From an optimization exercise on the open Yosys and OpenROAD flow, aimed at small area; shortcuts taken in it are not production practice. Function was checked by simulation only, so behaviour that the tests miss may differ from the original.

[flow/config.mk]
export PLATFORM = sky130hd
export DESIGN_NAME = fixed_point_mul
export DESIGN_NICKNAME = fixed_point_mul
export VERILOG_FILES = /design/flow/design.v
export SDC_FILE = /design/flow/constraint.sdc
export NUM_CORES = 4
export LEC_CHECK = 0
export CAP_MARGIN = 20
export CORE_MARGIN = 2
export CORE_UTILIZATION = 40
export SLEW_MARGIN = 20
[flow/constraint.sdc]
create_clock -name core_clock -period 7.2 [get_ports {clk}]
set_input_delay 1.4400 -clock core_clock [delete_from_list [all_inputs] [get_ports {clk}]]
set_output_delay 1.4400 -clock core_clock [all_outputs]
set_load 0.01 [all_outputs]
[flow/design.v]
`timescale 1ns / 1ps
module fixed_point_mul#(
           parameter int_bits_A = 3,
                     frac_bits_A = 14,
                     int_bits_B = 3,
                     frac_bits_B = 14,
                     int_bits_out = 6,
                     frac_bits_out = 28,
                     intL = int_bits_A + int_bits_B,
                     fracL =  frac_bits_A + frac_bits_B
                     )(
                     input wire clk,
                     input wire rst,
                     input wire signed [int_bits_A + frac_bits_A - 1 : 0] A,
                     input wire signed [int_bits_B + frac_bits_B - 1 : 0] B,
                     output wire signed [int_bits_out + frac_bits_out - 1 : 0] product,
                     output reg overflow,
                     output reg underflow);
               reg [(intL + fracL ) : 0 ] tempprod ;
               reg sign;
               reg [( int_bits_out - 1) : 0] int_bits_outI;
               reg [( frac_bits_out - 1) : 0] frac_bits_outF;
               always @ (posedge clk) begin
                if(rst) begin
                 tempprod <= 0;
                 end else begin
                   tempprod <= $signed(A) * $signed (B);
                 end
               end 
                always @(posedge clk) begin
                  if(rst) begin
                        frac_bits_outF <= 0;
                    end else begin
                      if( frac_bits_out > fracL ) begin
                         frac_bits_outF <= {tempprod[fracL - 1 :0] , {( frac_bits_out - fracL){1'b0}}};
                      end else  begin 
                          frac_bits_outF <= tempprod[(fracL - 1) : (fracL - frac_bits_out)];
                       end
                   end
                   end
               always @(posedge clk) begin
                      if (rst) begin
                          sign <= 0;
                      end else begin
                           sign <= A[int_bits_A + frac_bits_A - 1] ^ B[int_bits_B + frac_bits_B - 1];
                       end
               end
             always @ (posedge clk ) begin
                if(rst) begin
                   int_bits_outI <= 0;
                  end else begin
                     if(int_bits_out  >= intL + 1 ) begin
                         int_bits_outI <= {{(int_bits_out - intL){sign}} , tempprod[int_bits_out  + fracL : fracL]};
                     end else begin
                       if(int_bits_out == 1 ) begin
                          int_bits_outI <= tempprod[intL + fracL - 1];
                        end else begin
                          int_bits_outI <= {sign , tempprod[int_bits_out  + fracL - 1 : fracL]};
                        end
                      end
                    end
              end
               always @ (posedge clk) begin
                  if (rst) begin
                    overflow <= 0;
                      end else begin
                         if (intL >= int_bits_out) begin
                            if (tempprod[intL + fracL]) begin
                        overflow <= (~&tempprod[intL + fracL : fracL + int_bits_out - 1] != tempprod[intL + fracL]);
                        end else begin
                        overflow <= (|tempprod[intL + fracL - 1 : fracL + int_bits_out - 1]);
                      end
                  end else begin 
                overflow <= 0;
               end
              end
             end
           always @ (posedge clk) begin
               if (rst) begin
                  underflow <= 0;
              end else begin
                  if (frac_bits_out == fracL) begin
                   underflow <= 0;
                 end else begin
                   underflow <= |tempprod[fracL - frac_bits_out - 1 : 0];
                end
               end
            end
             assign product = {frac_bits_outF  , int_bits_outI};
endmodule
[flow/run.sh]
#!/bin/bash
# synth_recipe.tcl (not shown) runs the flow's synth.tcl, then flattens the netlist and writes it again
# the make line also repeats each setting of config.mk as NAME=value (left out here)
make -C /OpenROAD-flow-scripts/flow DESIGN_CONFIG=/design/flow/config.mk WORK_HOME=/design/flow/orfs CLKGATE_MAP_FILE= SYNTH_SCRIPT=/design/flow/synth_recipe.tcl finish
==> flow_summary.yaml <==
logic_synthesis:
  netlist_area_um2: 12530
  yosys.cell_types.count: 45
  yosys_most_used_dff: "dfxtp_1"
  synth_top_family_by_area: "adder cells"
  synth_cells: 1315
  synth_xor_area_share_pct: 2.237
  synth_compound_area_share_pct: 4.393
  yosys.area_share.simple_pct: 16.04
  syn_nets: 1732
  synth.mux.area_fraction_pct: 0.08987
  synth_seq_cells: 68
  ys_warn_count: 1
  ys_seq_area_share_pct: 10.86
  synth_adder_area_share_pct: 55.78
  synth_edf_count: 0
  synth-async-reset-ratio_pct: 0
  post_synth.cell_area_avg_um2: 9.529
timing:
  final-setup-viol-count: 0
  drv_slew: 0
  tightest_slew_ns: 0.7066
  setup_ws_ns: 0.1968
  skew_ns: 0.005824
  final_hold_viol_count: 0
  fin_crit_sh_pct: 97.27
  min_period_ns: 7.003
  max_freq_ghz: 0.1428
  slew_headroom_pct: 52.90
route:
  wirelength_um: 29580
  drc: 0
  vias: 9193
  vias_per_cell: 4.783
  drtIter0Drc: 356
  drtAntennaViolNets: 0
  wl_per_cell_um: 15.39
  dr.pass1.iters: 5
placement:
  dp_hpwl_um: 24710
  pre_cts_ws_ns: -0.4944
  gp_congestion: 0.8508
  placedCellCount: 1878
  portBuffers: 70
layout:
  nFillCells: 2868
  area_growth_pct: 25.41
  fin_nets: 1938
  num_antenna_cells: 0
  drive_gt1_share_pct: 16.25
  final_cells: 1922
min_path:
  whs_endpoint: "frac_bits_outF[4]"
  min_path_cells: 1
  hp-start: "tempprod[4]"
  hold_path_class: "reg2reg"
floorplan:
  fp.dieArea_um2: 32760
  die_y_um: 181.0
  core_area_um2: 30750
  die_x_um: 181.0
  ios: 72
  placementRows: 64
  initial_core_util_pct: 40.75
clocking:
  path_clk_slew_ns: 0.05
  cts_buffers: 9
  cts_root_buf: "clkbuf_16"
  htree_levels: 3
  cts_tree: "yes"
  clk_path_buf_depth: 2
  insertion_delay_ns: 0.32
  cts.sinks: 68
  hold_buffers: 0
grt:
  grt_max_degree: 71
  grt_first_pass_wirelength_um: 49270
  grt-ovfl-total: 0
  grtUsageTotal_pct: 18.72
  grt_pass1_vias: 10290
  antenna_found_initial: 0
setup_path:
  path_class: "in2reg"
  rr_worst_depth: 1
  critPathRequiredTime_ns: 7.45
  critPathMaxFanout: 6
  worstReg2RegStart: "tempprod[15]"
  startpoint_type: "input pin"
  timing.rr.end: "frac_bits_outF[15]"
  cp.arrival_ns: 7.25
  reg2reg_slack_ns: 6.59
  worstSetupEndpointType: "flip-flop"
  startpoint: "B[9]"
job:
  cap_viol_max_count: 0
status:
  status: "timing/DRC/antenna clean"
flip-flops by register name, summed over array words and instances (netlist names):
signal	cells
tempprod	34
frac_bits_outF	28
int_bits_outI	6
metrics by stage:
step / area (um2) / utilization, % / setup TNS (ns) / hold slack, ns
finish: 15720 / 51.11 / 0 / 0.4353
global route: 15720 / 51.11 / -0.04611 / 0.4609
CTS: 15150 / 49.26 / 0 / 0.4400
detailed placement: 14760 / 47.99 / -3.762 / 0.4271
global placement: 14760 / 47.99 / -2.897 / 0.4268
floorplan: 12530 / - / 0 / 0.4138
metal layers:
layer	share of wire, %	wire length, um	global-route usage, %
met5	0	0	0
met4	2.0	605	4.098
met3	3.1	920	1.875
met2	53	15820	36.18
met1	41	12230	22.35
critical path, cell delays in order:
cell             delay [ns]
clkdlybuf4s50_1        0.47
buf_6                  0.14
buf_6                  0.14
nand2_1                0.07
fa_1                   0.51
inv_1                  0.05
fa_1                   0.46
fa_1                   0.57
fa_1                   0.48
fa_1                   0.56
inv_1                  0.05
fa_1                   0.47
inv_1                  0.06
ha_4                   0.28
and3_4                 0.18
buf_4                  0.11
a31oi_2                0.09
o31a_1                 0.31
o21ai_2                0.20
a31oi_4                0.13
a2111oi_4              0.34
o21bai_1               0.14
how the worst max path moves through the flow:
stage / end / slack (ns) / depth (start not counted)
6_report: tempprod[33] / 0.20 / 22
5_1_grt: tempprod[32] / -0.04 / 20
4_1_cts: tempprod[32] / 0.002 / 21
3_5_place_dp: tempprod[33] / -0.49 / 20
3_3_place_gp: tempprod[33] / -0.43 / 20
2_1_floorplan: tempprod[32] / 0.07 / 21
layout make-up:
class	instances	area, um2	share of cell area, %
multi-input combinational	896	10120	64.38
timing repair buffer	242	2248	14.31
sequential	68	1361	8.662
inverter	304	1141	7.261
tap	396	495.5	3.153
clock buffer	12	256.5	1.632
clock inverter	4	95.09	0.6051
layout by cell type, fill, tap and decap left out, drive strengths merged, types with 2 or more instances in the layout:
| cell type | instances |
|---|---|
| o21bai | 2 |
| o21ai | 19 |
| nor3 | 6 |
| o31a | 2 |
| o211ai | 6 |
| nand4 | 2 |
| xor2 | 13 |
| bufinv | 3 |
| a211oi | 4 |
| nand2 | 135 |
| a211o | 2 |
| nor2b | 41 |
| o21a | 3 |
| nor2 | 50 |
| dlygate4sd2 | 2 |
| nand3 | 4 |
| nand2b | 7 |
| clkdlybuf4s50 | 46 |
| dfxtp | 68 |
| clkbuf | 15 |
| a31oi | 3 |
| a21o | 6 |
| a221oi | 2 |
| inv | 304 |
| buf | 170 |
| fa | 296 |
| a21oi | 29 |
| dlymetal6s2s | 21 |
| and2 | 146 |
| and3 | 3 |
| xnor2 | 19 |
| ha | 85 |
kinds of logic after synthesis:
logic type | Yosys count
simple gates | 397
buf+inv | 351
compound gates | 84
mux | 1
xor+xnor | 32
fa+ha+maj | 381
other cells | 1
flops | 68
what timing repair did:
item,CTS,global route
buffers inserted,0,23
gates resized for setup,9,93
gates cloned,0,6
pin swaps,8,52
setup endpoints to repair,7,11
synth_stat cells, types with 2 or more instances:
| master | number | area (um2) |
|---|---|---|
| and3_1 | 3 | 18.77 |
| o21ai_0 | 10 | 50.05 |
| dfxtp_1 | 68 | 1361 |
| a21o_1 | 6 | 45.04 |
| o211ai_1 | 5 | 37.54 |
| xor2_1 | 13 | 113.9 |
| a31oi_1 | 2 | 12.51 |
| nand3_1 | 4 | 20.02 |
| nand4_1 | 2 | 12.51 |
| o31a_1 | 2 | 17.52 |
| o21bai_1 | 2 | 15.01 |
| xnor2_1 | 19 | 166.4 |
| nand2b_1 | 7 | 43.79 |
| buf_4 | 2 | 15.01 |
| a221oi_1 | 2 | 17.52 |
| inv_1 | 304 | 1141 |
| nor2_1 | 50 | 187.7 |
| a211o_1 | 2 | 17.52 |
| nor3_1 | 6 | 30.03 |
| and2_1 | 146 | 913.4 |
| nand2_1 | 135 | 506.7 |
| nor2b_1 | 41 | 256.5 |
| o21ai_1 | 8 | 40.04 |
| fa_1 | 296 | 5926 |
| ha_1 | 85 | 1064 |
| a211oi_1 | 3 | 22.52 |
| o21a_1 | 3 | 22.52 |
| buf_1 | 3 | 11.26 |
| clkbuf_1 | 42 | 157.7 |
| a21oi_1 | 29 | 145.1 |

## afterwards: timing with drivers on the ports
The results above use ideal ports. As a check the final layout listed here was re-extracted and re-timed, cells and wires unchanged. Step 1: set_driving_cell puts a clkbuf_16 on clk and a buf_2 on each other input, an assumption about the parent block. Step 2 adds t to the input delays and takes it off the output delays; t is the mean of the earliest and latest rising clock arrival at the registers after step 1. Input paths then give back, and output paths get back, about the clock's delay inside the block. Slacks: ideal / step 1 / step 2; pairs: ideal / step 1.
t, ns: 0.354
setup slack, ns: 0.197 / 0.209 / -0.146
slew at the worst register clock pin (ns): 0.05 / 0.05
worst slew at a driven data input, ns: 0.04
pins driven straight from the clock port: 1
With both steps, setup timing fails in this run, where it was met with ideal ports. For this run, drivers alone change the setup slack by +0.012 ns; drivers and shift together by -0.343 ns.
